This design comes from an exercise in tuning for small area on the open sky130 flow, not from production work. In this exercise RTL edits were held to simulation tests only and were not proved equivalent to the original. Power and IR drop assume default switching activity.

<file path="flow/design.v">
module interpreter (
            packet_type_compact,
            data_out,
            data_update_out,
            sampler_idle,
            clk,
            rst_n,
            packet_type,
            payload,
            payload_valid);
parameter integer CHANNEL = 16;
parameter integer DATA_BITS = 16;
input clk;     
input rst_n;   
input wire[5:0] packet_type;
input wire[47:0] payload;
input wire payload_valid;
output reg[2:0] packet_type_compact;
output reg[DATA_BITS*CHANNEL-1:0] data_out;
output reg data_update_out;
output reg sampler_idle;
always @(*) begin : proc_packet_type
    case (packet_type)
        6'h2a,
        6'h00:   packet_type_compact = 3'd0;
        6'h11: packet_type_compact = 3'd1;
        6'h22:  packet_type_compact = 3'd2;
        6'h33:  packet_type_compact = 3'd3;
        default:         packet_type_compact = 3'd4;
    endcase
end
wire is_idle = payload_valid && packet_type == 6'h2a;
wire is_fn   = payload_valid && (packet_type == 6'h11 || packet_type == 6'h22);
wire is_last = payload_valid && packet_type == 6'h33;
reg [2:0] buf_idx;
reg update;
always @(posedge clk or negedge rst_n) begin : proc_ctrl
    if(~rst_n) begin
        buf_idx <= 0;
        update <= 0;
        sampler_idle <= 1;
        data_update_out <= 0;
    end else begin
        update <= is_last;
        data_update_out <= update;
        if (is_idle)
            sampler_idle <= 1;
        else if (is_fn)
            sampler_idle <= 0;
        if (is_last)
            buf_idx <= 0;
        else if (is_fn)
            buf_idx <= buf_idx + 1;
    end
end
reg [47:0] buf0, buf1, buf2, buf3, buf4;
reg [31:0] buf5;
wire wr = is_fn || is_last;
wire [CHANNEL-1:0] sel8_in, sel4_in;
reg [CHANNEL-1:8] sel8;
reg [CHANNEL-1:4] sel4;
uncompress_ctl #(.CHANNEL(CHANNEL)) expand_ctl (
    .bitset(payload[CHANNEL-1:0]),
    .sel8(sel8_in),
    .sel4(sel4_in)
);
always @(posedge clk) begin : proc_payload_buf
    if (wr && buf_idx == 3'd0) begin
        buf0 <= payload;
        sel8 <= sel8_in[CHANNEL-1:8];
        sel4 <= sel4_in[CHANNEL-1:4];
    end
    if (wr && buf_idx == 3'd1) buf1 <= payload;
    if (wr && buf_idx == 3'd2) buf2 <= payload;
    if (wr && buf_idx == 3'd3) buf3 <= payload;
    if (wr && buf_idx == 3'd4) buf4 <= payload;
    if (wr && buf_idx == 3'd5) buf5 <= payload[31:0];
end
wire [CHANNEL*DATA_BITS-1:0] words = {buf5, buf4, buf3, buf2, buf1, buf0[47:16]};
wire [CHANNEL-1:0] bitset = buf0[15:0];
wire [CHANNEL*DATA_BITS-1:0] near;
wire [CHANNEL-1:0] last_shift;
uncompress_pipeline #(.CHANNEL(CHANNEL), .DATA_BITS(DATA_BITS)) expand (
    .bitset(bitset),
    .sel8({sel8, 8'd0}),
    .sel4({sel4, 4'd0}),
    .words(words),
    .near(near),
    .last_shift(last_shift)
);
integer k;
reg [DATA_BITS-1:0] up;
reg take, take_up, take_here;
always @(posedge clk) begin : proc_data_out
    if (update && bitset[CHANNEL-1])
        data_out[(CHANNEL-1)*DATA_BITS +: DATA_BITS] <= near[(CHANNEL-1)*DATA_BITS +: DATA_BITS];
    for (k = 0; k < CHANNEL-1; k = k + 1) begin
        take = update & bitset[k];
        take_up = take & last_shift[k];
        take_here = take & ~last_shift[k];
        up = near[(k+1)*DATA_BITS +: DATA_BITS];
        data_out[k*DATA_BITS +: DATA_BITS] <=
              ({DATA_BITS{take_here}} & near[k*DATA_BITS +: DATA_BITS])
            | ({DATA_BITS{take_up}}   & up)
            | ({DATA_BITS{~take}}     & data_out[k*DATA_BITS +: DATA_BITS]);
    end
end
endmodule
module uncompress_ctl (
            bitset,
            sel8,
            sel4);
parameter integer CHANNEL = 16;
input wire [CHANNEL-1:0] bitset;
output reg [CHANNEL-1:0] sel8;    
output reg [CHANNEL-1:0] sel4;    
reg [CHANNEL-1:0] m;
reg [3:0] zeros [0:CHANNEL-1];    
reg [3:0] pre [0:4][0:CHANNEL-1];  
integer p, j, x, t;
always @(*) begin : proc_ctl
    for (p = 0; p < CHANNEL; p = p + 1)
        m[p] = bitset[CHANNEL-1-p];
    for (p = 0; p < CHANNEL; p = p + 1)
        pre[0][p] = {3'd0, ~m[p]};
    for (j = 0; j < 4; j = j + 1)
        for (p = 0; p < CHANNEL; p = p + 1)
            if ((p >> j) & 1)
                pre[j+1][p] = pre[j][p] + pre[j][((p >> j) << j) - 1];
            else
                pre[j+1][p] = pre[j][p];
    zeros[0] = 0;
    for (p = 1; p < CHANNEL; p = p + 1)
        zeros[p] = pre[4][p-1];
    for (x = 0; x < CHANNEL; x = x + 1) begin
        sel8[x] = x >= 8 && zeros[x][3];
        sel4[x] = 1'b0;
        for (t = 0; t < 4; t = t + 1)
            if (x + t < CHANNEL && x >= 4)
                if (m[x+t] && zeros[x+t][2] && zeros[x+t][1:0] == t)
                    sel4[x] = 1'b1;
    end
end
endmodule
module uncompress_pipeline (
            bitset,
            sel8,
            sel4,
            words,
            near,
            last_shift);
parameter integer CHANNEL = 16;
parameter integer DATA_BITS = 16;
input wire [CHANNEL-1:0] bitset;
input wire [CHANNEL-1:0] sel8;
input wire [CHANNEL-1:0] sel4;
input wire [CHANNEL*DATA_BITS-1:0] words;
output reg [CHANNEL*DATA_BITS-1:0] near;
output reg [CHANNEL-1:0] last_shift;
reg [CHANNEL-1:0] m;
reg [1:0] zeros [0:CHANNEL-1];    
reg [1:0] pre [0:4][0:CHANNEL-1];  
reg [CHANNEL-1:0] sel2;           
reg [DATA_BITS-1:0] v [1:4][0:CHANNEL-1];
integer p, j, x, t;
always @(*) begin : proc_ctl
    for (p = 0; p < CHANNEL; p = p + 1)
        m[p] = bitset[CHANNEL-1-p];
    for (p = 0; p < CHANNEL; p = p + 1)
        pre[0][p] = {1'b0, ~m[p]};
    for (j = 0; j < 4; j = j + 1)
        for (p = 0; p < CHANNEL; p = p + 1)
            if ((p >> j) & 1)
                pre[j+1][p] = pre[j][p] + pre[j][((p >> j) << j) - 1];
            else
                pre[j+1][p] = pre[j][p];
    zeros[0] = 0;
    for (p = 1; p < CHANNEL; p = p + 1)
        zeros[p] = pre[4][p-1];
    for (x = 0; x < CHANNEL; x = x + 1) begin
        sel2[x] = 1'b0;
        for (t = 0; t < 2; t = t + 1)
            if (x + t < CHANNEL && x >= 2)
                if (m[x+t] && zeros[x+t][1] && zeros[x+t][0] == t)
                    sel2[x] = 1'b1;
    end
    for (p = 0; p < CHANNEL; p = p + 1)
        last_shift[CHANNEL-1-p] = zeros[p][0];
end
always @(*) begin : proc_net
    for (x = 0; x < CHANNEL; x = x + 1)
        v[4][x] = words[x*DATA_BITS +: DATA_BITS];
    for (x = 0; x < CHANNEL; x = x + 1) begin
        v[3][x] = (x >= 8 && sel8[x]) ? v[4][(x+8)%CHANNEL] : v[4][x];
    end
    for (x = 0; x < CHANNEL; x = x + 1)
        v[2][x] = (x >= 4 && sel4[x]) ? v[3][(x+12)%CHANNEL] : v[3][x];
    for (x = 0; x < CHANNEL; x = x + 1)
        v[1][x] = (x >= 2 && sel2[x]) ? v[2][(x+14)%CHANNEL] : v[2][x];
    for (x = 0; x < CHANNEL; x = x + 1)
        near[(CHANNEL-1-x)*DATA_BITS +: DATA_BITS] = v[1][x];
end
endmodule
</file>
<file path="flow/run.sh">
#!/bin/bash
# synth_recipe.tcl (not shown) runs the flow's synth.tcl, then flattens the netlist and writes it again
# the make line also repeats each setting of config.mk as NAME=value (left out here)
make -C /OpenROAD-flow-scripts/flow DESIGN_CONFIG=/design/flow/config.mk WORK_HOME=/design/flow/orfs CLKGATE_MAP_FILE= SYNTH_SCRIPT=/design/flow/synth_recipe.tcl finish
</file>
<file path="flow/config.mk">
export PLATFORM = sky130hd
export DESIGN_NAME = interpreter
export DESIGN_NICKNAME = interpreter
export VERILOG_FILES = /design/flow/design.v
export SDC_FILE = /design/flow/constraint.sdc
export NUM_CORES = 4
export LEC_CHECK = 0
export ABC_AREA = 1
export CAP_MARGIN = 20
export CORE_MARGIN = 2
export CORE_UTILIZATION = 50
export SLEW_MARGIN = 20
</file>
<file path="flow/constraint.sdc">
create_clock -name core_clock -period 5.0 [get_ports {clk}]
set_input_delay 1.0000 -clock core_clock [delete_from_list [all_inputs] [get_ports {clk}]]
set_output_delay 1.0000 -clock core_clock [all_outputs]
set_load 0.01 [all_outputs]
</file>
==> impl_metrics.yaml, run 1 <==
synth:
  synthMuxAreaShare_pct: 0.868
  synth.top_cell.area_share_pct: 33.4
  synth-seq-cells: 554
  ys.warnings.count: 8
  synth_simple_gate_area_share_pct: 30.4
  synth_compound_area_share_pct: 7.13
  syn_avg_cell_area_um2: 8.39
  synth-adder-area-share_pct: 3.82
  syn_nets: 3423
  synth_edf_count: 308
  synth_ff_type: "edfxtp_1"
  syn_inst: 3299
  synth_top_family_by_area: "simple AND/OR/NAND/NOR gates"
  syn_area_mm2: 0.0277
  ys_types: 52
  synthArstFlopShare_pct: 1.08
  ys_top_cells_by_area: "edfxtp_1 33%, dfxtp_1 17%, nand2_1 13%, nand3_1 12%, o21ai_0 3.8%"
  yosys.area.top_type: "edfxtp_1"
  synth_xor_area_share_pct: 0.502
  ys_seq_area_share_pct: 51.4
sta:
  rsz0062_at_grt: "no"
  setup_slack_ns: 0.204
  hold_violations: 0
  finClkSkew_ns: 0.0266
  period_needed_ns: 4.80
  finalSetupTns_ns: 0
  worstMarginPinSlew_ns: 1.18
  finalCritPeriodShare_pct: 95.9
  final_max_slew_viol_count: 0
  whs_ns: 0.471
  clock.fmax_mhz: 209
  slew_headroom_pct: 20.3
  finalSetupViolCount: 0
setup_path:
  ff2ff_path_depth: 17
  required_ns: 5.36
  crit_family: "adder cells"
  r2r_end: "data_out[1]"
  crit_cells: 17
  cp_max_fo: 3
  cp-end-kind: "flop"
  crit_top_cell: "fa_1"
  cp_num_buf_inv: 4
  worstReg2RegStart: "buf0[15]"
  path_cells: "clkdlybuf4s50_1 > buf_4 > fa_1 > inv_1 > ha_1 > ha_1 > fa_1 > ha_4 > fa_1 > ha_1 > fa_1 > nand2_1 > inv_1 > nand3_1 > nand2_1 > a31oi_1 > o31ai_1"
  critPathArrivalTime_ns: 5.16
  cpPeakStageDelay_ns: 0.52
  r2r_setup_slack_ns: 0.25
  path_class: "input pin to flop"
  crit_path_start_kind: "input pin"
  critPathSlowestCell: "fa_1"
clocking:
  postCtsHoldBufs: 0
  ctsResizeCount: 0
  root_buffer: "clkbuf_16"
  cts_buffers: 59
  htreeDepth: 2
  cts_tree: "done"
  cts_sinks: 554
  clock_latency_ns: 0.65
  post-cts-setup-buffer-count: 0
  clockBufferDepth: 3
  clk_pin_slew_ns: 0.06
detailed_routing:
  vias: 27000
  drt-initial-drc-count: 3413
  drc_errors: 0
  antenna_left: 0
  wl_per_cell_um: 26.4
  first_pass_iters: 7
  drt_wl_total_mm: 116
  via_per_inst: 6.16
global_routing:
  grt_max_degree: 69
  antenna_found_initial: 3
  grt_first_pass_wirelength_mm: 166
  grtUsageTotal_pct: 40.0
  grt_overflow_total: 0
  grt_pass1_vias: 25600
die:
  die_y_um: 239
  row_count: 86
  die_w_um: 239
  initial_utilization_pct: 50.4
  die_area_mm2: 0.0572
  pin_count: 318
  fp.coreArea_mm2: 0.0549
status:
  status: "no timing/DRC/antenna violations"
cells_and_area:
  finalNonFillerCells: 4383
  fin_nets: 3750
  fin_util_pct: 61.7
  area_growth_pct: 22.3
  nFillCells: 4702
  drive_above_1_share_pct: 8.24
power:
  leakagePower_nw: 13.7
  ir_drop_mv: 0.334
  p_per_area_mw_per_mm2: 335
place:
  gp_congestion: 1.09
  post-place-ws_ns: -0.416
  io_buffers: 317
  place_inst: 4265
  hpwl_mm: 88.7
hold_path:
  worstHoldPathCells: 2
  min_to: "data_out[218]"
  hold_start: "data_out[218]"
  min_path_type: "flop to flop"
run:
  maxCapViolCount: 0
kinds of logic (layout without fill, tap and decap cells):
kind of cell               count (synthesis)  in the layout
other                                      0              3
buffers and inverters                    403            780
and+or+nand+nor                         1880           1880
AOI/OAI and AO/OA                        358            358
DFF                                      554            554
muxes                                     22             22
adders and majority gates                 67             67
xor gates and xnor gates                  15             15
worst max-delay path by stage:
stage,startpoint,slack [ns],to
2_1_floorplan,packet_type[2],-0.60,buf1[0]
3_3_place_gp,payload[15],-0.38,sel4[11]
3_5_place_dp,payload[15],-0.42,sel4[12]
4_1_cts,buf0[15],0.16,data_out[9]
5_1_grt,payload[15],0.006,sel4[11]
6_report,payload[15],0.20,sel4[11]
cells in the final DEF, fill, tap and decap left out, types with 5 or more instances in the layout:
master and instances:
nand4_4 6, nand4_1 30, dfxtp_1 240, clkdlybuf4s50_1 317
xor2_1 6, nand3_2 5, clkinv_1 11, nand2_2 37
a21oi_1 66, ha_1 37, dfrtp_1 5, clkinv_2 13
buf_4 93, nor3_1 7, nand2_4 10, mux2i_1 6
nand3_1 678, clkbuf_1 15, o21ai_0 208, mux2_2 16
edfxtp_1 308, xnor2_1 8, clkbuf_16 60, a22oi_1 5
nand2_1 988, nor4_1 6, inv_1 245, o211ai_1 41
nor2_1 81, or2_2 14, o21ai_1 14, fa_1 29
clkbuf_8 9
stage by stage:
| stage | power, mW | area (µm²) |
|---|---|---|
| 6_report | 11.3 | 33800 |
| 5_1_grt | 11.7 | 33800 |
| 4_1_cts | 11.3 | 33700 |
| 3_5_place_dp | 6.95 | 31800 |
| 3_3_place_gp | 6.89 | 31800 |
| 2_1_floorplan | 6.14 | 27700 |
tightest hold or removal path, cell delays in order, from the launching register on:
cell,delay (ns)
dfxtp_1,0.32
nand2_1,0.05
nand3_1,0.06
Yosys cell counts (3+ instances only):
master and number:
nand2_1 988, nand3_1 678, edfxtp_1 308, inv_1 246, dfxtp_1 240, o21ai_0 208, clkbuf_1 118, nor2_1 87
a21oi_1 66, o211ai_1 41, ha_1 38, nand2_2 37, nand4_1 30, fa_1 29, buf_2 17, mux2_2 16
o21ai_1 15, or2_2 14, nor3_1 11, nand2_4 10, xnor2_1 8, buf_4 7, mux2i_1 6, nand4_4 6
nor4_1 6, xor2_1 6, a22oi_1 5, dfrtp_1 5, nand3_2 5, o31ai_1 5, a31oi_1 4, clkinv_1 4
buf_12 3, buf_6 3, inv_2 3, nand3_4 3, o311ai_0 3
metal layers:
layer  GRT usage, %  routed length [µm]
met5              0                   0
met4           27.6                9480
met3           5.69               10800
met2           65.8               54300
met1           48.8               41300
final cells by class:
cell class	instances	area (µm²)	share of cell area (%)
inverters	253	950	2.81
flip-flops and latches	554	14200	42.0
well taps	704	881	2.60
repair buffers	416	3980	11.8
multi-input cells	2342	11900	35.2
clock buffers	84	1680	4.97
clock inverters	27	228	0.673
diodes	3	7.51	0.0222
sequential cells by signal, summed over array words and instances, names as in the netlist:
signal / flops
data_out: 256
buf0: 48
buf1: 48
buf2: 48
buf3: 48
buf4: 48
buf5: 32
sel4: 12
sel8: 8
buf_idx: 3
data_update_out: 1
sampler_idle: 1
update: 1
power breakdown:
part	internal [mW]	leakage (nW)	switching, mW
combinational	0.785	7.92	0.997
sequential	4.99	4.81	0.128
clock	2.49	0.944	1.92
==> run 2: changes to the inputs <==
==> flow/flow/run.sh (new file) <==
#!/bin/bash
# Own flow: the standard layout (standard.sh), with these changes:
# - synthesis maps the logic with an area-oriented ABC script (flow/area.abc)
#   instead of ORFS's one, and leaves adders to ABC as plain logic;
#   registers, flattening and renaming are the standard synthesis's;
# - ports are buffered with the smallest buffer (buf_1);
# - CTS inserts no dummy loads;
# - power recovery (downsizing where there is slack) after global route.
set -euo pipefail
W=$PWD
{
    echo 'proc abc {args} {'
    echo '    set i [lsearch -exact $args -script]'
    echo '    if {$i >= 0} { lset args [expr {$i + 1}] $::env(OWN_ABC_SCRIPT) }'
    echo '    puts "own abc: $args"'
    echo '    yosys abc {*}$args'
    echo '}'
    cat "$W/synth_recipe.tcl"
} > "$W/own_synth.tcl"
sed "s#SYNTH_SCRIPT=[^ ]*#SYNTH_SCRIPT=$W/own_synth.tcl#" "$W/standard.sh" > "$W/own_standard.sh"
grep -q "SYNTH_SCRIPT=$W/own_synth.tcl" "$W/own_standard.sh"
export OWN_ABC_SCRIPT="$W/flow/area.abc"
ARGS=(
    "ADDER_MAP_FILE="
    "BUFFER_PORTS_ARGS=-buffer_cell sky130_fd_sc_hd__buf_1"
    "CTS_ARGS=-sink_clustering_enable -repair_clock_nets -dont_use_dummy_load -buf_list {sky130_fd_sc_hd__clkbuf_4 sky130_fd_sc_hd__clkbuf_8}"
    "RECOVER_POWER=100"
)
bash "$W/own_standard.sh" "${ARGS[@]}" synth > "$W/synth.log" 2>&1
grep -q "own abc:" "$W/orfs/logs/$FLOW_PLATFORM/interpreter/base/1_2_yosys.log"
bash "$W/own_standard.sh" "${ARGS[@]}" finish > "$W/layout.log" 2>&1
test -f "$W/out/final.def"
==> flow/flow/area.abc (new file) <==
strash
dch -f
amap
==> flow/standard.sh (new file) <==
#!/bin/bash
# synth_recipe.tcl (not shown) runs the flow's synth.tcl, then flattens the netlist and writes it again
# the make line also repeats each setting of config.mk as NAME=value (left out here)
make -C /OpenROAD-flow-scripts/flow DESIGN_CONFIG=/design/flow/config.mk WORK_HOME=/design/flow/orfs CLKGATE_MAP_FILE= SYNTH_SCRIPT=/design/flow/synth_recipe.tcl "${@:-finish}"
--- a/flow/config.mk
+++ b/flow/config.mk
@@ -10,3 +10,3 @@
 export CORE_MARGIN = 2
-export CORE_UTILIZATION = 50
+export CORE_UTILIZATION = 40
 export SLEW_MARGIN = 20
removed: flow/run.sh
==> impl_metrics.yaml, run 2 <==
die:
  initial_utilization_pct: 40.7
  row_count: 88
  die_area_mm2: 0.0608
  die_w_um: 247
  fp.coreArea_mm2: 0.0579
  pin_count: 318
  die_y_um: 247
power:
  leakagePower_nw: 9.52
  ir_drop_mv: 0.174
  power.total_mw: 9.63
  p_per_area_mw_per_mm2: 338
synth:
  syn_nets: 2306
  yosys.area.top_type: "edfxtp_1"
  netlist_top_cells_count: "380 x nand2_1, 319 x o22ai_1, 308 x edfxtp_1"
  ys_top_cells_by_area: "edfxtp_1 39%, dfxtp_1 20%, o22ai_1 8.5%, o221ai_1 8.2%, nand2_1 6.1%"
  yosysMostFrequentCell: "nand2_1"
  synth.top_cell.area_share_pct: 39.3
  syn_area_mm2: 0.0236
  synth-seq-cells: 554
  synth_edf_count: 308
  ys_types: 35
  synthArstFlopShare_pct: 1.08
  synth_ff_type: "edfxtp_1"
  syn_avg_cell_area_um2: 10.5
  ys.warnings.count: 8
  syn_inst: 2249
  ys_seq_area_share_pct: 60.3
cells_and_area:
  final_cell_mix: "380 x nand2_1, 308 x edfxtp_1, 307 x o22ai_1, 276 x buf_1, 240 x dfxtp_1"
  largest_register: "data_out"
  area_growth_pct: 20.9
  multi_input_area_mm2: 0.00880
  layout_commonest_cell: "nand2_1"
  fin_nets: 2902
  finalNonFillerCells: 3612
  nFillCells: 5594
  largest_reg_flops: 256
  drive_above_1_share_pct: 10.2
  post-route-cell-area_mm2: 0.0285
  register_area_mm2: 0.0142
global_routing:
  grt_max_degree: 69
  grt_pass1_vias: 22700
  grtUsageTotal_pct: 38.9
  grt_first_pass_wirelength_mm: 166
  antenna_found_initial: 4
  grt_overflow_total: 0
setup_path:
  crit_path_start_kind: "input pin"
  cpPeakStageDelay_ns: 1.29
  required_ns: 5.28
  cp-end-kind: "flop"
  critPathArrivalTime_ns: 5.06
  cp_max_fo: 35
  path_cells: "buf_1 > or2_0 > or3_1 > nor2_1 > or2_0 > o21ai_0 > clkinv_1 > nand3_1 > nor2_1 > clkbuf_2"
  critPathSlowestCell: "nor2_1"
  path_class: "input pin to flop"
detailed_routing:
  drc_errors: 0
  vias: 23900
  wl_per_cell_um: 33.7
  antenna_left: 0
  drt-initial-drc-count: 2801
  via_per_inst: 6.62
  first_pass_iters: 10
  drt_wl_total_mm: 122
sta:
  period_needed_ns: 4.78
  worstMarginPinSlew_ns: 2.37
  final_max_slew_viol_count: 196
  slew_headroom_pct: -58.0
  finalSetupTns_ns: 0
  finalCritPeriodShare_pct: 95.5
  hold_violations: 0
  finalSetupViolCount: 0
  finClkSkew_ns: 0.0841
  rsz0062_at_grt: "yes"
  clock.fmax_mhz: 209
hold_path:
  min_path_type: "input pin to asynchronous set/reset pin"
clocking:
  htreeDepth: 3
  clock_latency_ns: 0.71
  cts_sinks: 554
  root_buffer: "clkbuf_8"
  cts_tree: "done"
  clk_pin_slew_ns: 0.05
  clockBufferDepth: 3
  postCtsHoldBufs: 0
  cts_buffers: 96
place:
  hpwl_mm: 90.8
  gp_congestion: 0.994
  io_buffers: 317
  dpl_cell_area_mm2: 0.0272
  place_inst: 3509
run:
  maxCapViolCount: 5
status:
  violations: "max-capacitance violations, max-slew violations"
  status: "finished with violations"
==> run 2: changes by cell type after synthesis, moves of 38 or more <==
cell / delta
nand2_1: -608
clkbuf_1: -118
inv_1: -246
o221ai_1: +220
nand3_1: -673
o21ai_0: -95
ha_1: -38
nor2_1: +111
clkinv_1: +192
o22ai_1: +317
==> run 2: critical path: cells and delay by family <==
kind / cells / cell delay, ns
buffers and inverters: 3 / 1.38
AND/OR/NAND/NOR: 6 / 2.39
AO/OA/AOI/OAI: 1 / 0.24
==> run 2: logic make-up after synthesis <==
group,share of synthesized area (%)
buf+inv,3.12
compound gates,26.4
flops,60.3
simple gates,10.1
==> run 2: cell type report <==
type	instances	area share (%)
timing repair buffer	497	8.56
sequential	554	49.9
antenna	4	0.0351
multi-input combinational	1499	30.9
inverter	196	2.60
tap	765	3.36
clock buffer	96	4.64
timing repair inverter	1	0.0307
==> run 2: stage by stage <==
step | setup WS [ns] | hold WS (ns) | util [%]
detailed placement | -0.408 | 0.448 | 47.0
finish | 0.223 | 0.228 | 49.2
CTS | 0.0301 | 0.188 | 49.4
global placement | -0.373 | 0.445 | 47.0
floorplan | -0.0443 | 0.438 | -
global route | -0.0531 | 0.239 | 49.2
==> run 2: final timing paths <==
path	slack, ns	to	from	cells past startpoint
max in group asynchronous	4.47	sampler_idle	rst_n	1
hold reg to reg	0.46	data_out[98]	data_out[98]	2
setup / recovery	0.22	buf3[32]	packet_type[2]	10
min in group core_clock	0.46	data_out[98]	data_out[98]	2
setup reg to reg	0.32	data_out[121]	buf0[15]	15
hold / removal	0.23	data_update_out	rst_n	1
==> run 2: layer usage <==
layer / GRT usage [%] / wire, µm / up-vias
li1: - / - / 10100
met2: 60.8 / 55100 / 1677
met5: 0.0817 / 26 / -
met1: 46.1 / 43700 / 11700
met4: 25.7 / 8900 / 4
met3: 12.3 / 14000 / 375
==> run 2: where the power goes <==
| part | leakage (nW) | switching, mW | internal, mW |
|---|---|---|---|
| clock | 0.690 | 1.72 | 1.68 |
| sequential | 4.81 | 0.131 | 4.99 |
| combinational | 4.02 | 0.729 | 0.384 |
| total | 9.52 | 2.58 | 7.05 |
==> run 2: what timing repair did <==
action | 4_1_cts | 5_1_grt
cloned | 1 | 0
endpoints found under the setup margin | 32 | 138
gates resized for setup | 8 | 22
setup buffers | 2 | 0
pin swaps | 2 | 2
==> run 3: changes to the inputs <==
--- a/flow/design.v
+++ b/flow/design.v
@@ -118,3 +118,3 @@
 reg [3:0] zeros [0:CHANNEL-1];    
-reg [3:0] pre [0:4][0:CHANNEL-1];  
+reg [3:0] pre [0:CHANNEL-1];       
 integer p, j, x, t;
@@ -124,12 +124,12 @@
     for (p = 0; p < CHANNEL; p = p + 1)
-        pre[0][p] = {3'd0, ~m[p]};
-    for (j = 0; j < 4; j = j + 1)
-        for (p = 0; p < CHANNEL; p = p + 1)
-            if ((p >> j) & 1)
-                pre[j+1][p] = pre[j][p] + pre[j][((p >> j) << j) - 1];
-            else
-                pre[j+1][p] = pre[j][p];
+        pre[p] = {3'd0, ~m[p]};
+    for (j = 1; j < CHANNEL; j = j * 2)
+        for (p = 2*j - 1; p < CHANNEL; p = p + 2*j)
+            pre[p] = pre[p] + pre[p-j];
+    for (j = CHANNEL / 4; j >= 1; j = j / 2)
+        for (p = 3*j - 1; p < CHANNEL; p = p + 2*j)
+            pre[p] = pre[p] + pre[p-j];
     zeros[0] = 0;
     for (p = 1; p < CHANNEL; p = p + 1)
-        zeros[p] = pre[4][p-1];
+        zeros[p] = pre[p-1];
     for (x = 0; x < CHANNEL; x = x + 1) begin
--- a/flow/flow/run.sh
+++ b/flow/flow/run.sh
@@ -6,4 +6,4 @@
 # - ports are buffered with the smallest buffer (buf_1);
-# - CTS inserts no dummy loads;
-# - power recovery (downsizing where there is slack) after global route.
+# - CTS inserts no dummy loads, and clusters up to 16 sinks within 60 um
+#   under clkbuf_4/clkbuf_8 buffers.
 set -euo pipefail
@@ -25,4 +25,3 @@
     "BUFFER_PORTS_ARGS=-buffer_cell sky130_fd_sc_hd__buf_1"
-    "CTS_ARGS=-sink_clustering_enable -repair_clock_nets -dont_use_dummy_load -buf_list {sky130_fd_sc_hd__clkbuf_4 sky130_fd_sc_hd__clkbuf_8}"
-    "RECOVER_POWER=100"
+    "CTS_ARGS=-sink_clustering_enable -repair_clock_nets -dont_use_dummy_load -sink_clustering_size 16 -sink_clustering_max_diameter 60 -buf_list {sky130_fd_sc_hd__clkbuf_4 sky130_fd_sc_hd__clkbuf_8}"
 )
--- a/flow/config.mk
+++ b/flow/config.mk
@@ -10,3 +10,4 @@
 export CORE_MARGIN = 2
-export CORE_UTILIZATION = 40
+export CORE_UTILIZATION = 42
+export SETUP_SLACK_MARGIN = 0.3
 export SLEW_MARGIN = 20
==> impl_metrics.yaml, run 3 <==
status:
  status: "no timing/DRC/antenna violations"
sta:
  finalSetupViolCount: 0
  finalCritPeriodShare_pct: 92.1
  clock.fmax_mhz: 217
  setup_slack_ns: 0.397
  slew_headroom_pct: 22.2
  final_max_slew_viol_count: 0
  period_needed_ns: 4.60
  worstMarginPinSlew_ns: 1.17
  rsz0062_at_grt: "yes"
  finalSetupTns_ns: 0
  finClkSkew_ns: 0.0821
  hold_violations: 0
synth:
  synthArstFlopShare_pct: 1.08
  synth_ff_type: "edfxtp_1"
  ys_seq_area_share_pct: 60.6
  synth-adder-area-share_pct: 0
  yosys.area.top_type: "edfxtp_1"
  ys.warnings.count: 8
  syn_avg_cell_area_um2: 10.6
  synth_xor_area_share_pct: 0
  syn_area_mm2: 0.0234
  syn_nets: 2275
  ys_top_cells_by_area: "edfxtp_1 39%, dfxtp_1 21%, o22ai_1 8.4%, o221ai_1 8.0%, nand2_1 6.0%"
  synth-seq-cells: 554
  netlist_top_cells_count: "377 x nand2_1, 315 x o22ai_1, 308 x edfxtp_1"
  synth_top_family_by_area: "compound AO/OA/AOI/OAI gates"
  yosysMostFrequentCell: "nand2_1"
  synth_simple_gate_area_share_pct: 10.0
  synthMuxAreaShare_pct: 0
  syn_inst: 2218
  ys_types: 40
  synth.top_cell.area_share_pct: 39.5
  synth_edf_count: 308
  synth_compound_area_share_pct: 26.5
cells_and_area:
  finalNonFillerCells: 3505
  layout_commonest_cell: "nand2_1"
  fin_nets: 2814
  fin_util_pct: 50.7
  drive_above_1_share_pct: 10.2
  area_growth_pct: 19.3
  final_cell_mix: "377 x nand2_1, 317 x buf_1, 308 x edfxtp_1, 295 x o22ai_1, 240 x dfxtp_1"
  largest_reg_flops: 256
  largest_register: "data_out"
setup_path:
  cp-end-kind: "flop"
  critPathArrivalTime_ns: 5.17
  ff2ff_path_depth: 20
  critPathSlowestCell: "o22ai_1"
  cp_num_buf_inv: 7
  r2r_end: "data_out[118]"
  worstReg2RegStart: "buf0[15]"
  cp-startpoint: "buf0[15]"
  required_ns: 5.57
  crit_path_start_kind: "flop"
  crit_top_cell: "buf_4"
  cpPeakStageDelay_ns: 0.99
  crit_family: "compound AO/OA/AOI/OAI gates"
  r2r_setup_slack_ns: 0.40
  path_class: "flop to flop"
  cp_max_fo: 16
  path_cells: "nor2_2 > a21oi_2 > clkinv_1 > nor2_4 > nor2_4 > clkinv_1 > o22ai_2 > buf_4 > o22ai_2 > buf_4 > a21oi_2 > nand2_1 > nor2_1 > a21oi_2 > buf_4 > buf_4 > o32ai_2 > clkinv_1 > o22ai_1 > o221ai_1"
clocking:
  cts_buffers: 48
  cts_tree: "done"
  htreeDepth: 2
  clock_latency_ns: 0.73
  clk_pin_slew_ns: 0.10
  clockBufferDepth: 3
  cts_sinks: 554
  root_buffer: "clkbuf_8"
  postCtsHoldBufs: 0
power:
  leakagePower_nw: 9.24
  switching_power_mw: 2.15
  power.total_mw: 8.26
  switching_share_pct: 26.1
  pwr-share-clk_pct: 28.8
  ir_drop_mv: 0.182
  p_per_area_mw_per_mm2: 296
  p_comb_share_pct: 9.8
  intPower_mw: 6.11
  p_seq_share_pct: 61.4
global_routing:
  grt_pass1_vias: 21900
  grt_max_degree: 49
  grt_first_pass_wirelength_mm: 160
  grtUsageTotal_pct: 39.9
  grt_overflow_total: 0
  antenna_found_initial: 3
detailed_routing:
  via_per_inst: 6.70
  first_pass_iters: 8
  vias: 23500
  drt_wl_total_mm: 118
  drt-initial-drc-count: 3585
  wl_per_cell_um: 33.7
  antenna_left: 0
  drc_errors: 0
place:
  gp_congestion: 1.08
  post-place-ws_ns: -0.137
  place_inst: 3442
  io_buffers: 317
  hpwl_mm: 88.4
die:
  row_count: 86
  die_y_um: 240
  fp.coreArea_mm2: 0.0551
  die_w_um: 240
  die_area_mm2: 0.0577
  initial_utilization_pct: 42.5
  pin_count: 318
run:
  maxCapViolCount: 0
hold_path:
  min_path_type: "input pin to asynchronous set/reset pin"
run 3: cell types whose count changed after synthesis, moves of 3 or more:
cell / change
clkinv_1: -21
a21oi_1: +9
nor2_1: -7
o221ai_1: -7
or3_1: -5
a21o_1: +4
o22ai_1: -4
nand2_1: -3
o211ai_1: -3
run 3: through the flow:
step	hold slack, ns	area [µm²]
global placement	0.445	27000
floorplan	0.438	23500
detailed placement	0.445	27000
CTS	0.129	27800
finish	0.132	27900
global route	0.152	27900
run 3: metal layers:
layer	share of wire [%]	track usage, %	vias to the layer above
li1	-	-	9888
met4	6.5	23.3	2
met1	36	49.8	11400
met2	45	63.0	1814
met5	0.0093	0	-
met3	12	9.75	323
run 3: what timing repair did:
action                     CTS  global route
gates resized for setup     23            33
setup endpoints to repair   84            99
cloned                       2             1
setup buffers                6             4
pin swaps                    4             6
run 3: worst max-delay path by stage:
stage	end	slack [ns]	depth (start not counted)
after global placement	data_out[31]	-0.005	26
after detailed placement	data_out[31]	-0.14	26
after floorplan	buf4[0]	0.23	6
final	data_out[118]	0.40	20
after CTS	data_out[14]	0.32	28
after global routing	data_out[27]	0.23	31
run 3: cell type report:
class,instances,area [µm²]
flip-flops and latches,554,14200
fillers,5129,27200
diodes,2,5.00
multi-input cells,1489,8900
well taps,748,936
clock buffers,48,661
repair buffers,486,2540
repair inverters,3,20.0
inverters,175,679
run 3: logic make-up (layout without fill, tap and decap cells):
| logic type | Yosys count | count (layout) |
|---|---|---|
| AO/OA/AOI/OAI | 883 | 883 |
| AND/OR/NAND/NOR | 606 | 606 |
| flip-flops | 554 | 554 |
| buffers and inverters | 175 | 712 |
| other | 0 | 2 |
run 3: power by group through the flow:
stage,clock network [mW],registers (mW),logic [mW]
floorplan,0,5.21,0.358
global placement,0,5.17,0.778
detailed placement,0,5.18,0.791
CTS,2.37,5.07,0.796
global route,2.51,5.09,0.888
finish,2.38,5.08,0.810
==> run 4: changes to the inputs <==
--- a/flow/design.v
+++ b/flow/design.v
@@ -58,5 +58,7 @@
 wire wr = is_fn || is_last;
-wire [CHANNEL-1:0] sel8_in, sel4_in;
+wire [CHANNEL-1:0] sel8_in, sel4_in, sel2_in, last_in;
 reg [CHANNEL-1:8] sel8;
 reg [CHANNEL-1:4] sel4;
+reg [CHANNEL-1:2] sel2;
+reg [CHANNEL-2:0] last_shift;
 uncompress_ctl #(.CHANNEL(CHANNEL)) expand_ctl (
@@ -64,3 +66,5 @@
     .sel8(sel8_in),
-    .sel4(sel4_in)
+    .sel4(sel4_in),
+    .sel2(sel2_in),
+    .last_shift(last_in)
 );
@@ -71,2 +75,4 @@
         sel4 <= sel4_in[CHANNEL-1:4];
+        sel2 <= sel2_in[CHANNEL-1:2];
+        last_shift <= last_in[CHANNEL-2:0];
     end
@@ -81,10 +87,8 @@
 wire [CHANNEL*DATA_BITS-1:0] near;
-wire [CHANNEL-1:0] last_shift;
 uncompress_pipeline #(.CHANNEL(CHANNEL), .DATA_BITS(DATA_BITS)) expand (
-    .bitset(bitset),
     .sel8({sel8, 8'd0}),
     .sel4({sel4, 4'd0}),
+    .sel2({sel2, 2'd0}),
     .words(words),
-    .near(near),
-    .last_shift(last_shift)
+    .near(near)
 );
@@ -111,7 +115,11 @@
             sel8,
-            sel4);
+            sel4,
+            sel2,
+            last_shift);
 parameter integer CHANNEL = 16;
 input wire [CHANNEL-1:0] bitset;
-output reg [CHANNEL-1:0] sel8;    
-output reg [CHANNEL-1:0] sel4;    
+output reg [CHANNEL-1:0] sel8;        
+output reg [CHANNEL-1:0] sel4;        
+output reg [CHANNEL-1:0] sel2;        
+output reg [CHANNEL-1:0] last_shift;  
 reg [CHANNEL-1:0] m;
@@ -141,41 +149,2 @@
                     sel4[x] = 1'b1;
-    end
-end
-endmodule
-module uncompress_pipeline (
-            bitset,
-            sel8,
-            sel4,
-            words,
-            near,
-            last_shift);
-parameter integer CHANNEL = 16;
-parameter integer DATA_BITS = 16;
-input wire [CHANNEL-1:0] bitset;
-input wire [CHANNEL-1:0] sel8;
-input wire [CHANNEL-1:0] sel4;
-input wire [CHANNEL*DATA_BITS-1:0] words;
-output reg [CHANNEL*DATA_BITS-1:0] near;
-output reg [CHANNEL-1:0] last_shift;
-reg [CHANNEL-1:0] m;
-reg [1:0] zeros [0:CHANNEL-1];    
-reg [1:0] pre [0:4][0:CHANNEL-1];  
-reg [CHANNEL-1:0] sel2;           
-reg [DATA_BITS-1:0] v [1:4][0:CHANNEL-1];
-integer p, j, x, t;
-always @(*) begin : proc_ctl
-    for (p = 0; p < CHANNEL; p = p + 1)
-        m[p] = bitset[CHANNEL-1-p];
-    for (p = 0; p < CHANNEL; p = p + 1)
-        pre[0][p] = {1'b0, ~m[p]};
-    for (j = 0; j < 4; j = j + 1)
-        for (p = 0; p < CHANNEL; p = p + 1)
-            if ((p >> j) & 1)
-                pre[j+1][p] = pre[j][p] + pre[j][((p >> j) << j) - 1];
-            else
-                pre[j+1][p] = pre[j][p];
-    zeros[0] = 0;
-    for (p = 1; p < CHANNEL; p = p + 1)
-        zeros[p] = pre[4][p-1];
-    for (x = 0; x < CHANNEL; x = x + 1) begin
         sel2[x] = 1'b0;
@@ -185,6 +154,21 @@
                     sel2[x] = 1'b1;
+        last_shift[CHANNEL-1-x] = zeros[x][0];
     end
-    for (p = 0; p < CHANNEL; p = p + 1)
-        last_shift[CHANNEL-1-p] = zeros[p][0];
 end
+endmodule
+module uncompress_pipeline (
+            sel8,
+            sel4,
+            sel2,
+            words,
+            near);
+parameter integer CHANNEL = 16;
+parameter integer DATA_BITS = 16;
+input wire [CHANNEL-1:0] sel8;
+input wire [CHANNEL-1:0] sel4;
+input wire [CHANNEL-1:0] sel2;
+input wire [CHANNEL*DATA_BITS-1:0] words;
+output reg [CHANNEL*DATA_BITS-1:0] near;
+reg [DATA_BITS-1:0] v [1:4][0:CHANNEL-1];
+integer x;
 always @(*) begin : proc_net
@@ -192,5 +176,4 @@
         v[4][x] = words[x*DATA_BITS +: DATA_BITS];
-    for (x = 0; x < CHANNEL; x = x + 1) begin
+    for (x = 0; x < CHANNEL; x = x + 1)
         v[3][x] = (x >= 8 && sel8[x]) ? v[4][(x+8)%CHANNEL] : v[4][x];
-    end
     for (x = 0; x < CHANNEL; x = x + 1)
--- a/flow/config.mk
+++ b/flow/config.mk
@@ -11,3 +11,3 @@
 export CORE_UTILIZATION = 42
-export SETUP_SLACK_MARGIN = 0.3
+export SETUP_SLACK_MARGIN = 0.1
 export SLEW_MARGIN = 20
==> impl_metrics.yaml, run 4 <==
status:
  status: "no timing/DRC/antenna violations"
sta:
  worstMarginPinSlew_ns: 1.27
  whs_ns: 0.159
  rsz0062_at_grt: "no"
  period_needed_ns: 4.41
  finClkSkew_ns: 0.0590
  finalCritPeriodShare_pct: 88.2
  hold_violations: 0
  slew_headroom_pct: 14.8
  final_max_slew_viol_count: 0
  clock.fmax_mhz: 227
  finalSetupViolCount: 0
synth:
  synth_ff_type: "edfxtp_1"
  synthArstFlopShare_pct: 1.03
  ys.warnings.count: 6
  syn_inst: 2069
  syn_avg_cell_area_um2: 11.6
  synth_edf_count: 337
  synth-seq-cells: 583
  yosys.area.top_type: "edfxtp_1"
  ys_top_cells_by_area: "edfxtp_1 42%, dfxtp_1 20%, o221ai_1 7.6%, o22a_1 7.3%, o22ai_1 5.7%"
  yosysMostFrequentCell: "nand2_1"
  syn_area_mm2: 0.0240
  netlist_top_cells_count: "347 x nand2_1, 337 x edfxtp_1, 240 x dfxtp_1"
  synth.top_cell.area_share_pct: 42.2
  ys_types: 39
  ys_seq_area_share_pct: 62.8
  syn_nets: 2126
power:
  switching_power_mw: 2.28
  switching_share_pct: 26.1
  p_per_area_mw_per_mm2: 313
  power.total_mw: 8.73
  leakagePower_nw: 9.13
  ir_drop_mv: 0.168
  p_seq_share_pct: 61.8
  pwr-share-clk_pct: 27.3
  p_comb_share_pct: 10.9
  intPower_mw: 6.46
setup_path:
  cp_max_fo: 4
  required_ns: 5.40
  cpPeakStageDelay_ns: 0.30
  path_class: "input pin to flop"
  crit_top_cell: "a21oi_1"
  r2r_setup_slack_ns: 1.26
  crit_path_start_kind: "input pin"
  critPathSlowestCell: "a21oi_1"
  r2r_end: "data_out[11]"
  path_cells: "buf_1 > buf_12 > buf_4 > a21oi_2 > clkinv_1 > buf_4 > a21oi_1 > a21oi_1 > a21oi_1 > nor2_1 > a21oi_2 > clkinv_1 > a21oi_1 > nand2_1 > buf_4 > a21oi_1 > clkinv_1 > buf_4 > o221ai_1 > clkinv_1 > a22oi_1 > o21ai_0"
  critPathArrivalTime_ns: 4.81
  ff2ff_path_depth: 4
  cp-end-kind: "flop"
  worstReg2RegStart: "update"
die:
  die_w_um: 243
  initial_utilization_pct: 42.5
  die_y_um: 243
  fp.coreArea_mm2: 0.0565
  row_count: 87
  pin_count: 318
  die_area_mm2: 0.0591
detailed_routing:
  drt-initial-drc-count: 3309
  first_pass_iters: 7
  vias: 22800
  via_per_inst: 6.86
  antenna_left: 0
  wl_per_cell_um: 34.5
  drt_wl_total_mm: 115
  drc_errors: 0
global_routing:
  grt_overflow_total: 0
  grt_pass1_vias: 22000
  grtUsageTotal_pct: 37.8
  antenna_found_initial: 3
  grt_first_pass_wirelength_mm: 159
  grt_max_degree: 81
place:
  hpwl_mm: 81.6
  place_inst: 3273
  io_buffers: 317
  dpl_cell_area_mm2: 0.0273
  gp_congestion: 1.01
clocking:
  cts_tree: "done"
  clockBufferDepth: 3
  clock_latency_ns: 0.70
  htreeDepth: 2
  ctsResizeCount: 0
  post-cts-setup-buffer-count: 0
  cts_sinks: 583
  root_buffer: "clkbuf_8"
  clk_pin_slew_ns: 0.10
  cts_buffers: 46
  postCtsHoldBufs: 0
cells_and_area:
  layout_commonest_cell: "nand2_1"
  finalNonFillerCells: 3322
  largest_register: "data_out"
  final_cell_mix: "346 x nand2_1, 337 x edfxtp_1, 317 x buf_1, 240 x dfxtp_1, 216 x o22ai_1"
  area_growth_pct: 16.3
  largest_reg_flops: 256
  drive_above_1_share_pct: 7.53
  post-route-cell-area_mm2: 0.0279
  nFillCells: 5186
  fin_nets: 2623
run:
  maxCapViolCount: 0
hold_path:
  min_path_type: "input pin to asynchronous set/reset pin"
-- run 4: cell types whose count changed in the layout (fill, tap and decap cells not counted), sizes merged, moves of 33 or more --
cell,previous run,this run
a21oi,97,29
a31oi,4,50
buf,486,449
clkinv,171,109
nor2,191,128
o21ai,111,53
o22a,8,199
o22ai,315,218
o32ai,36,3
-- run 4: logic make-up after synthesis --
group           synth area share [%]
compound gates                  26.4
buf+inv                         1.70
flops                           62.8
simple gates                    9.07
-- run 4: area by class of cell --
cell class | count | area, µm² | area share [%]
Multi-Input combinational cell | 1377 | 8610 | 30.8
Clock buffer | 46 | 633 | 2.27
Sequential cell | 583 | 15100 | 54.0
Tap cell | 756 | 946 | 3.39
Antenna cell | 2 | 5.00 | 0.0179
Timing Repair Buffer | 449 | 2240 | 8.03
Inverter | 109 | 409 | 1.47
-- run 4: stage by stage --
stage          utilization, %  setup slack (ns)  setup TNS [ns]
2_1_floorplan               -            -0.237          -20.50
3_5_place_dp             48.2            -0.281           -1.49
4_1_cts                  49.4             0.366               0
6_report                 49.4             0.589               0
5_1_grt                  49.4             0.152               0
3_3_place_gp             48.2            -0.100          -0.212
-- run 4: worst max path at each step --
| stage | startpoint | end | slack (ns) | cells after the start |
|---|---|---|---|---|
| 5_1_grt | payload[14] | sel4[13] | 0.15 | 25 |
| 4_1_cts | payload[14] | sel4[12] | 0.37 | 24 |
| 2_1_floorplan | packet_type[3] | buf2[0] | -0.24 | 5 |
| 6_report | payload[14] | sel4[12] | 0.59 | 22 |
| 3_3_place_gp | payload[14] | sel4[12] | -0.10 | 24 |
| 3_5_place_dp | payload[14] | sel4[12] | -0.28 | 24 |
-- run 4: power groups by stage --
stage	registers (mW)	clock network, mW	logic, mW
after floorplan	5.52	0	0.403
after global placement	5.49	0	0.922
after detailed placement	5.50	0	0.939
after CTS	5.39	2.37	0.943
after global routing	5.41	2.53	1.05
final	5.40	2.38	0.954
-- run 4: routing by layer --
layer  GRT usage (%)  part of all wire [%]  routed length, µm
met5               0                 0.011                 13
met4            20.4                   6.4               7300
met1            49.7                    37              42700
met2            57.8                    44              50400
met3            9.10                    12              14300
-- run 4: critical path: cells and delay by family --
family                 cells  cell delay, ns
AO/OA/AOI/OAI             10            2.10
buffers and inverters     10            1.51
AND/OR/NAND/NOR            2            0.20
==> run 5: changes to the inputs <==
--- a/flow/config.mk
+++ b/flow/config.mk
@@ -11,2 +11,3 @@
 export CORE_UTILIZATION = 42
+export GPL_TIMING_DRIVEN = 0
 export SETUP_SLACK_MARGIN = 0.1
==> impl_metrics.yaml, run 5 <==
detailed_routing:
  wl_per_cell_um: 34.1
  drt-initial-drc-count: 3753
  drt_wl_total_mm: 110
  drc_errors: 0
  first_pass_iters: 7
  antenna_left: 0
  vias: 22900
  via_per_inst: 7.09
die:
  die_y_um: 243
  initial_utilization_pct: 42.5
  row_count: 87
  fp.coreArea_mm2: 0.0565
  pin_count: 318
  die_w_um: 243
  die_area_mm2: 0.0591
setup_path:
  critPathSlowestCell: "clkdlybuf4s15_2"
  r2r_setup_slack_ns: 0.99
  cp_max_fo: 10
  path_cells: "clkdlybuf4s15_2 > clkinv_1 > o22ai_1 > o22ai_2 > nand2_2 > o21ai_2 > buf_4 > o21ai_0 > nor2_1 > o22ai_1 > clkinv_1 > a21oi_1 > clkinv_1 > o221ai_1 > nor3_1 > a211oi_1 > o21ai_0"
  ff2ff_path_depth: 5
  r2r_end: "data_out[107]"
  cpPeakStageDelay_ns: 0.54
  critPathCapture: "sel4[9]"
  crit_path_start_kind: "input pin"
  cp-end-kind: "flop"
  crit_top_cell: "clkinv_1"
  worstReg2RegStart: "sel8[8]"
  cp-startpoint: "payload[12]"
  required_ns: 5.45
  path_class: "input pin to flop"
  critPathArrivalTime_ns: 5.13
synth:
  ys.warnings.count: 6
  synth_xor_area_share_pct: 0
  synthArstFlopShare_pct: 1.03
  syn_inst: 2069
  synthMuxAreaShare_pct: 0
  synth_top_family_by_area: "compound AO/OA/AOI/OAI gates"
  yosysMostFrequentCell: "nand2_1"
  synth-adder-area-share_pct: 0
  yosys.area.top_type: "edfxtp_1"
  syn_nets: 2126
  ys_top_cells_by_area: "edfxtp_1 42%, dfxtp_1 20%, o221ai_1 7.6%, o22a_1 7.3%, o22ai_1 5.7%"
  synth_edf_count: 337
  synth-seq-cells: 583
  syn_avg_cell_area_um2: 11.6
  synth_simple_gate_area_share_pct: 9.07
  ys_seq_area_share_pct: 62.8
  synth_ff_type: "edfxtp_1"
  syn_area_mm2: 0.0240
  netlist_top_cells_count: "347 x nand2_1, 337 x edfxtp_1, 240 x dfxtp_1"
  ys_types: 39
  synth.top_cell.area_share_pct: 42.2
  synth_compound_area_share_pct: 26.4
power:
  leakagePower_nw: 8.80
  power.total_mw: 8.68
  p_per_area_mw_per_mm2: 315
  ir_drop_mv: 0.156
sta:
  worstMarginPinSlew_ns: 1.27
  hold_violations: 0
  period_needed_ns: 4.68
  finalSetupViolCount: 0
  clock.fmax_mhz: 213
  final_max_slew_viol_count: 0
  rsz0062_at_grt: "no"
  slew_headroom_pct: 15.4
  finalCritPeriodShare_pct: 93.7
  finClkSkew_ns: 0.0631
place:
  io_buffers: 317
  hpwl_mm: 79.1
  gp_congestion: 1.01
  place_inst: 3170
  dpl_cell_area_mm2: 0.0267
global_routing:
  grt_overflow_total: 0
  grt_pass1_vias: 21700
  grt_first_pass_wirelength_mm: 153
  grt_max_degree: 33
  grtUsageTotal_pct: 36.1
  antenna_found_initial: 5
cells_and_area:
  largest_register: "data_out"
  area_growth_pct: 14.7
  drive_above_1_share_pct: 5.06
  finalNonFillerCells: 3226
  fin_nets: 2527
  final_cell_mix: "344 x nand2_1, 337 x edfxtp_1, 311 x buf_1, 240 x dfxtp_1, 217 x o22ai_1"
  layout_commonest_cell: "nand2_1"
  largest_reg_flops: 256
  post-route-cell-area_mm2: 0.0275
clocking:
  cts_sinks: 583
  clock_latency_ns: 0.71
  cts_buffers: 48
  root_buffer: "clkbuf_8"
  postCtsHoldBufs: 0
  htreeDepth: 2
  clockBufferDepth: 3
  cts_tree: "done"
  clk_pin_slew_ns: 0.10
status:
  status: "no timing/DRC/antenna violations"
run:
  maxCapViolCount: 0
hold_path:
  min_path_type: "input pin to asynchronous set/reset pin"
run 5: worst max-delay path, delay by kind of cell:
family          cells  cell delay (ns)
simple gates        3             0.28
buf+inv             5             1.51
compound gates      9             2.31
run 5: per-layer routing:
layer / part of all wire (%) / vias up / routed length [µm] / track usage [%]
li1: - / 9267 / - / -
met1: 37 / 11300 / 40700 / 47.1
met2: 45 / 1949 / 49100 / 56.0
met3: 13 / 311 / 14000 / 9.08
met4: 5.6 / 6 / 6160 / 17.7
met5: 0.017 / - / 19 / 0
run 5: worst min path at each step:
stage / slack [ns] / endpoint / depth (start not counted) / startpoint
floorplan: 0.48 / data_out[255] / 0 / buf0[31]
global placement: 0.45 / data_out[230] / 2 / data_out[230]
detailed placement: 0.45 / data_out[78] / 2 / data_out[78]
CTS: 0.13 / buf_idx[0] / 1 / rst_n
global route: 0.15 / buf_idx[1] / 1 / rst_n
finish: 0.13 / buf_idx[1] / 1 / rst_n
run 5: per-stage QoR:
| step | hold WS (ns) | TNS [ns] | utilization (%) | worst slack, ns |
|---|---|---|---|---|
| floorplan | 0.481 | -20.50 | - | -0.237 |
| global placement | 0.446 | -536.28 | 46.3 | -3.02 |
| detailed placement | 0.445 | -32.97 | 47.2 | -2.09 |
| CTS | 0.130 | 0 | 48.5 | 0.131 |
| global route | 0.154 | 0 | 48.7 | 0.0671 |
| finish | 0.134 | 0 | 48.7 | 0.316 |
run 5: timing repair:
action / 4_1_cts / 5_1_grt
pin swaps: 1 / 1
gates resized for setup: 30 / 17
endpoints found under the hold margin: 0 / 0
endpoints found under the setup margin: 22 / 10
buffers inserted: 2 / 1
run 5: kinds of logic after synthesis:
family	count (synthesis)
and+or+nand+nor	545
AOI/OAI and AO/OA	832
DFF	583
buffers and inverters	109
run 5: final cells by class:
cell class                      instances  area, µm²
Timing Repair Buffer                  351       1730
Fill cell                            5157      29000
Antenna cell                            2       5.00
Inverter                              109        413
Tap cell                              756        946
Clock buffer                           48        661
Sequential cell                       583      15100
Multi-Input combinational cell       1377       8690
run 5: power breakdown:
group | internal [mW] | total (mW) | switching, mW
combinational | 0.276 | 0.843 | 0.567
clock | 0.857 | 2.44 | 1.58
sequential | 5.25 | 5.40 | 0.145
total | 6.39 | 8.68 | 2.29
==> run 6: changes to the inputs <==
--- a/flow/design.v
+++ b/flow/design.v
@@ -58,7 +58,7 @@
 wire wr = is_fn || is_last;
-wire [CHANNEL-1:0] sel8_in, sel4_in, sel2_in, last_in;
+wire [CHANNEL-1:0] sel8_in, sel4_in;
+wire [5:0] zq_in;
 reg [CHANNEL-1:8] sel8;
 reg [CHANNEL-1:4] sel4;
-reg [CHANNEL-1:2] sel2;
-reg [CHANNEL-2:0] last_shift;
+reg [5:0] zq;
 uncompress_ctl #(.CHANNEL(CHANNEL)) expand_ctl (
@@ -67,4 +67,3 @@
     .sel4(sel4_in),
-    .sel2(sel2_in),
-    .last_shift(last_in)
+    .zq(zq_in)
 );
@@ -75,4 +74,3 @@
         sel4 <= sel4_in[CHANNEL-1:4];
-        sel2 <= sel2_in[CHANNEL-1:2];
-        last_shift <= last_in[CHANNEL-2:0];
+        zq <= zq_in;
     end
@@ -87,8 +85,11 @@
 wire [CHANNEL*DATA_BITS-1:0] near;
+wire [CHANNEL-1:0] last_shift;
 uncompress_pipeline #(.CHANNEL(CHANNEL), .DATA_BITS(DATA_BITS)) expand (
+    .bitset(bitset),
+    .zq(zq),
     .sel8({sel8, 8'd0}),
     .sel4({sel4, 4'd0}),
-    .sel2({sel2, 2'd0}),
     .words(words),
-    .near(near)
+    .near(near),
+    .last_shift(last_shift)
 );
@@ -116,4 +117,3 @@
             sel4,
-            sel2,
-            last_shift);
+            zq);
 parameter integer CHANNEL = 16;
@@ -122,4 +122,3 @@
 output reg [CHANNEL-1:0] sel4;        
-output reg [CHANNEL-1:0] sel2;        
-output reg [CHANNEL-1:0] last_shift;  
+output reg [5:0] zq;                  
 reg [CHANNEL-1:0] m;
@@ -149,9 +148,4 @@
                     sel4[x] = 1'b1;
-        sel2[x] = 1'b0;
-        for (t = 0; t < 2; t = t + 1)
-            if (x + t < CHANNEL && x >= 2)
-                if (m[x+t] && zeros[x+t][1] && zeros[x+t][0] == t)
-                    sel2[x] = 1'b1;
-        last_shift[CHANNEL-1-x] = zeros[x][0];
-    end
+    end
+    zq = {zeros[12][1:0], zeros[8][1:0], zeros[4][1:0]};
 end
@@ -159,16 +153,42 @@
 module uncompress_pipeline (
+            bitset,
+            zq,
             sel8,
             sel4,
-            sel2,
             words,
-            near);
+            near,
+            last_shift);
 parameter integer CHANNEL = 16;
 parameter integer DATA_BITS = 16;
+input wire [CHANNEL-1:0] bitset;
+input wire [5:0] zq;
 input wire [CHANNEL-1:0] sel8;
 input wire [CHANNEL-1:0] sel4;
-input wire [CHANNEL-1:0] sel2;
 input wire [CHANNEL*DATA_BITS-1:0] words;
 output reg [CHANNEL*DATA_BITS-1:0] near;
+output reg [CHANNEL-1:0] last_shift;
+reg [CHANNEL:0] m;
+reg [1:0] zeros [0:CHANNEL-1];    
+reg [CHANNEL-1:0] sel2;           
 reg [DATA_BITS-1:0] v [1:4][0:CHANNEL-1];
-integer x;
+integer p, x;
+always @(*) begin : proc_ctl
+    for (p = 0; p < CHANNEL; p = p + 1)
+        m[p] = bitset[CHANNEL-1-p];
+    m[CHANNEL] = 1'b0;
+    for (p = 0; p < CHANNEL; p = p + 1)
+        if (p % 4 == 0)
+            zeros[p] = (p == 0) ? 2'd0 : zq[(p/4-1)*2 +: 2];
+        else
+            zeros[p] = zeros[p-1] + {1'b0, ~m[p-1]};
+    for (x = 0; x < CHANNEL; x = x + 1) begin
+        if (x < 2)
+            sel2[x] = 1'b0;
+        else if (m[x])
+            sel2[x] = zeros[x][1] & (~zeros[x][0] | m[x+1]);
+        else
+            sel2[x] = m[x+1] & zeros[x][1] & ~zeros[x][0];
+        last_shift[CHANNEL-1-x] = zeros[x][0];
+    end
+end
 always @(*) begin : proc_net
--- a/flow/config.mk
+++ b/flow/config.mk
@@ -12,3 +12,3 @@
 export GPL_TIMING_DRIVEN = 0
-export SETUP_SLACK_MARGIN = 0.1
+export SETUP_SLACK_MARGIN = 0.25
 export SLEW_MARGIN = 20
==> impl_metrics.yaml, run 6 <==
status:
  status: "no timing/DRC/antenna violations"
synth:
  synthArstFlopShare_pct: 1.07
  ys_seq_area_share_pct: 61.1
  ys_types: 35
  synth-seq-cells: 560
  synth_ff_type: "edfxtp_1"
  ys_top_cells_by_area: "edfxtp_1 40%, dfxtp_1 20%, o221ai_1 8.3%, o22a_1 7.0%, o22ai_1 5.8%"
  syn_area_mm2: 0.0235
  syn_nets: 2180
  ys.warnings.count: 7
  yosys.area.top_type: "edfxtp_1"
  netlist_top_cells_count: "339 x nand2_1, 314 x edfxtp_1, 240 x dfxtp_1"
  synth.top_cell.area_share_pct: 40.1
  syn_inst: 2123
  synth_edf_count: 314
  syn_avg_cell_area_um2: 11.1
  yosysMostFrequentCell: "nand2_1"
detailed_routing:
  drc_errors: 0
  antenna_left: 0
  vias: 22400
  drt_wl_total_mm: 109
  via_per_inst: 6.84
  wl_per_cell_um: 33.4
  drt-initial-drc-count: 2931
  first_pass_iters: 7
sta:
  rsz0062_at_grt: "no"
  final_max_slew_viol_count: 0
  worstMarginPinSlew_ns: 1.28
  whs_ns: 0.183
  finalSetupViolCount: 0
  finClkSkew_ns: 0.0694
  clock.fmax_mhz: 225
  period_needed_ns: 4.45
  slew_headroom_pct: 14.7
  setup_slack_ns: 0.547
  hold_violations: 0
  finalCritPeriodShare_pct: 89.1
cells_and_area:
  fin_nets: 2582
  finalNonFillerCells: 3275
  drive_above_1_share_pct: 5.27
  final_cell_mix: "338 x nand2_1, 314 x edfxtp_1, 310 x buf_1, 240 x dfxtp_1, 220 x o221ai_1"
  largest_reg_flops: 256
  largest_register: "data_out"
  layout_commonest_cell: "nand2_1"
  fin_util_pct: 49.1
  area_growth_pct: 15.1
die:
  die_w_um: 241
  die_y_um: 241
  pin_count: 318
  fp.coreArea_mm2: 0.0552
  row_count: 86
  die_area_mm2: 0.0579
  initial_utilization_pct: 42.6
run:
  maxCapViolCount: 0
global_routing:
  grt_first_pass_wirelength_mm: 150
  grtUsageTotal_pct: 36.8
  grt_max_degree: 35
  grt_pass1_vias: 21200
  antenna_found_initial: 7
  grt_overflow_total: 0
place:
  post-place-ws_ns: -1.77
  gp_congestion: 1.01
  place_inst: 3222
  hpwl_mm: 81.1
  io_buffers: 317
power:
  p_per_area_mw_per_mm2: 306
  p_seq_share_pct: 62.3
  pwr-share-clk_pct: 28.1
  p_comb_share_pct: 9.6
  switching_power_mw: 2.18
  power.total_mw: 8.29
  intPower_mw: 6.12
  ir_drop_mv: 0.168
  switching_share_pct: 26.2
  leakagePower_nw: 8.70
clocking:
  cts_tree: "done"
  postCtsHoldBufs: 0
  htreeDepth: 2
  root_buffer: "clkbuf_8"
  clk_pin_slew_ns: 0.09
  clockBufferDepth: 3
  cts_sinks: 560
  cts_buffers: 46
  clock_latency_ns: 0.71
setup_path:
  critPathArrivalTime_ns: 4.94
  path_class: "input pin to flop"
  cp-end-kind: "flop"
  crit_path_start_kind: "input pin"
  required_ns: 5.49
  cp_max_fo: 8
hold_path:
  min_path_type: "input pin to asynchronous set/reset pin"
-- run 6: cell types whose count changed after synthesis, sizes merged, moves of 14 or more --
cell,delta
a21oi,+88
a221oi,-16
a31oi,-34
a32oi,+18
clkinv,+22
edfxtp,-23
nor2,+37
o221ai,+14
-- run 6: critical path, cell delays in order --
cell and delay [ns]:
buf_4 0.23, nor2_1 0.10, a21o_1 0.17, nor2_1 0.13
a21oi_1 0.07, o21ai_0 0.61, o21ai_1 0.19, o21ai_2 0.35
inv_4 0.10, o21ai_4 0.20, nor2_2 0.09, a21oi_4 0.24
inv_4 0.09, nor2_4 0.18, clkinv_1 0.15, o22ai_4 0.22
nor2_1 0.08, a21oi_1 0.17, nand2_1 0.12, nor3_2 0.24
nor3_2 0.10, o31ai_1 0.09
-- run 6: cell families (layout without fill, tap and decap cells) --
family / Yosys count / count (layout) / synth area share [%]
AOI/OAI and AO/OA: 869 / 869 / 27.3
and+or+nand+nor: 563 / 563 / 9.43
DFF: 560 / 560 / 61.1
buffers and inverters: 131 / 531 / 2.09
other: 0 / 4 / 0
-- run 6: cell type report --
class | count | area, µm²
fill | 5145 | 28100
sequential | 560 | 14400
multi-input combinational | 1432 | 8870
timing repair buffer | 354 | 1750
tap | 748 | 936
clock buffer | 46 | 633
inverter | 131 | 498
antenna | 4 | 10.0
-- run 6: power by group through the flow --
stage / Sequential (mW) / Clock, mW / Combinational [mW]
6_report: 5.16 / 2.33 / 0.794
5_1_grt: 5.17 / 2.49 / 0.868
4_1_cts: 5.16 / 2.33 / 0.749
3_5_place_dp: 5.26 / 0 / 0.729
3_3_place_gp: 5.25 / 0 / 0.699
2_1_floorplan: 5.28 / 0 / 0.366
-- run 6: repair_timing --
| item | CTS | global route |
|---|---|---|
| setup endpoints to repair | 10 | 8 |
| gates cloned | 0 | 0 |
| setup buffers | 0 | 2 |
| gates resized for setup | 28 | 18 |
-- run 6: layer usage --
metal | wire length [µm] | global-route usage (%) | part of all wire, % | vias to the layer above
met5 | 58 | 0 | 0.053 | -
met4 | 7790 | 22.6 | 7.1 | 8
met3 | 12500 | 9.04 | 11 | 348
met2 | 49200 | 57.7 | 45 | 1679
met1 | 39800 | 45.8 | 36 | 11000
li1 | - | - | - | 9382
-- run 6: final timing paths --
| kind | from | to | slack [ns] | cells after the start |
|---|---|---|---|---|
| max | payload[12] | sel4[12] | 0.55 | 22 |
| min | rst_n | buf_idx[0] | 0.18 | 1 |
| max reg2reg | buf0[7] | data_out[88] | 0.66 | 12 |
| min reg2reg | data_out[92] | data_out[92] | 0.46 | 2 |
| max in group asynchronous | rst_n | sampler_idle | 4.52 | 1 |
| min in group core_clock | data_out[92] | data_out[92] | 0.46 | 2 |
-- run 6: metrics by stage --
step	instance area (µm²)	setup TNS (ns)
6_report	27100	0
5_1_grt	27100	0
4_1_cts	27000	0
3_5_place_dp	26300	-13.53
3_3_place_gp	25700	-604.39
2_1_floorplan	23600	-20.05

-- what the ideal ports hide --
The results above use ideal ports. As a check the final layouts listed here were re-extracted and re-timed, cells and wires unchanged.
Step 1: set_driving_cell puts a clkbuf_16 on clk and a buf_2 on each other input, an assumption about the parent block.
Step 2 adds t to the input delays and takes it off the output delays; t is the mean of the earliest and latest rising clock arrival at the registers after step 1. Input paths then give back, and output paths get back, about the clock's delay inside the block.
a / b / c = ideal ports / drivers / drivers and shift; a / b = the first two.
| run | t (ns) | setup WS [ns] | latest minus earliest clock arrival (ns) | slew at the worst register clock pin (ns) | worst slew at a driven data input, ns |
|---|---|---|---|---|---|
| run 1 | 0.698 | 0.204 / 0.246 / -0.452 | 0.028 / 0.028 | 0.07 / 0.07 | 0.09 |
| run 2 | 0.727 | 0.223 / 0.249 / -0.478 | 0.084 / 0.084 | 0.07 / 0.07 | 0.06 |
| run 3 | 0.750 | 0.397 / 0.397 / 0.019 | 0.086 / 0.085 | 0.11 / 0.11 | 0.08 |
| run 4 | 0.735 | 0.589 / 0.621 / -0.114 | 0.062 / 0.062 | 0.11 / 0.11 | 0.11 |
| run 5 | 0.743 | 0.316 / 0.353 / -0.390 | 0.070 / 0.070 | 0.11 / 0.11 | 0.13 |
| run 6 | 0.734 | 0.547 / 0.572 / -0.161 | 0.069 / 0.069 | 0.11 / 0.11 | 0.12 |
The setup slack of run 6, which loses most, moves by +0.025 ns with the drivers and by -0.708 ns with both steps.
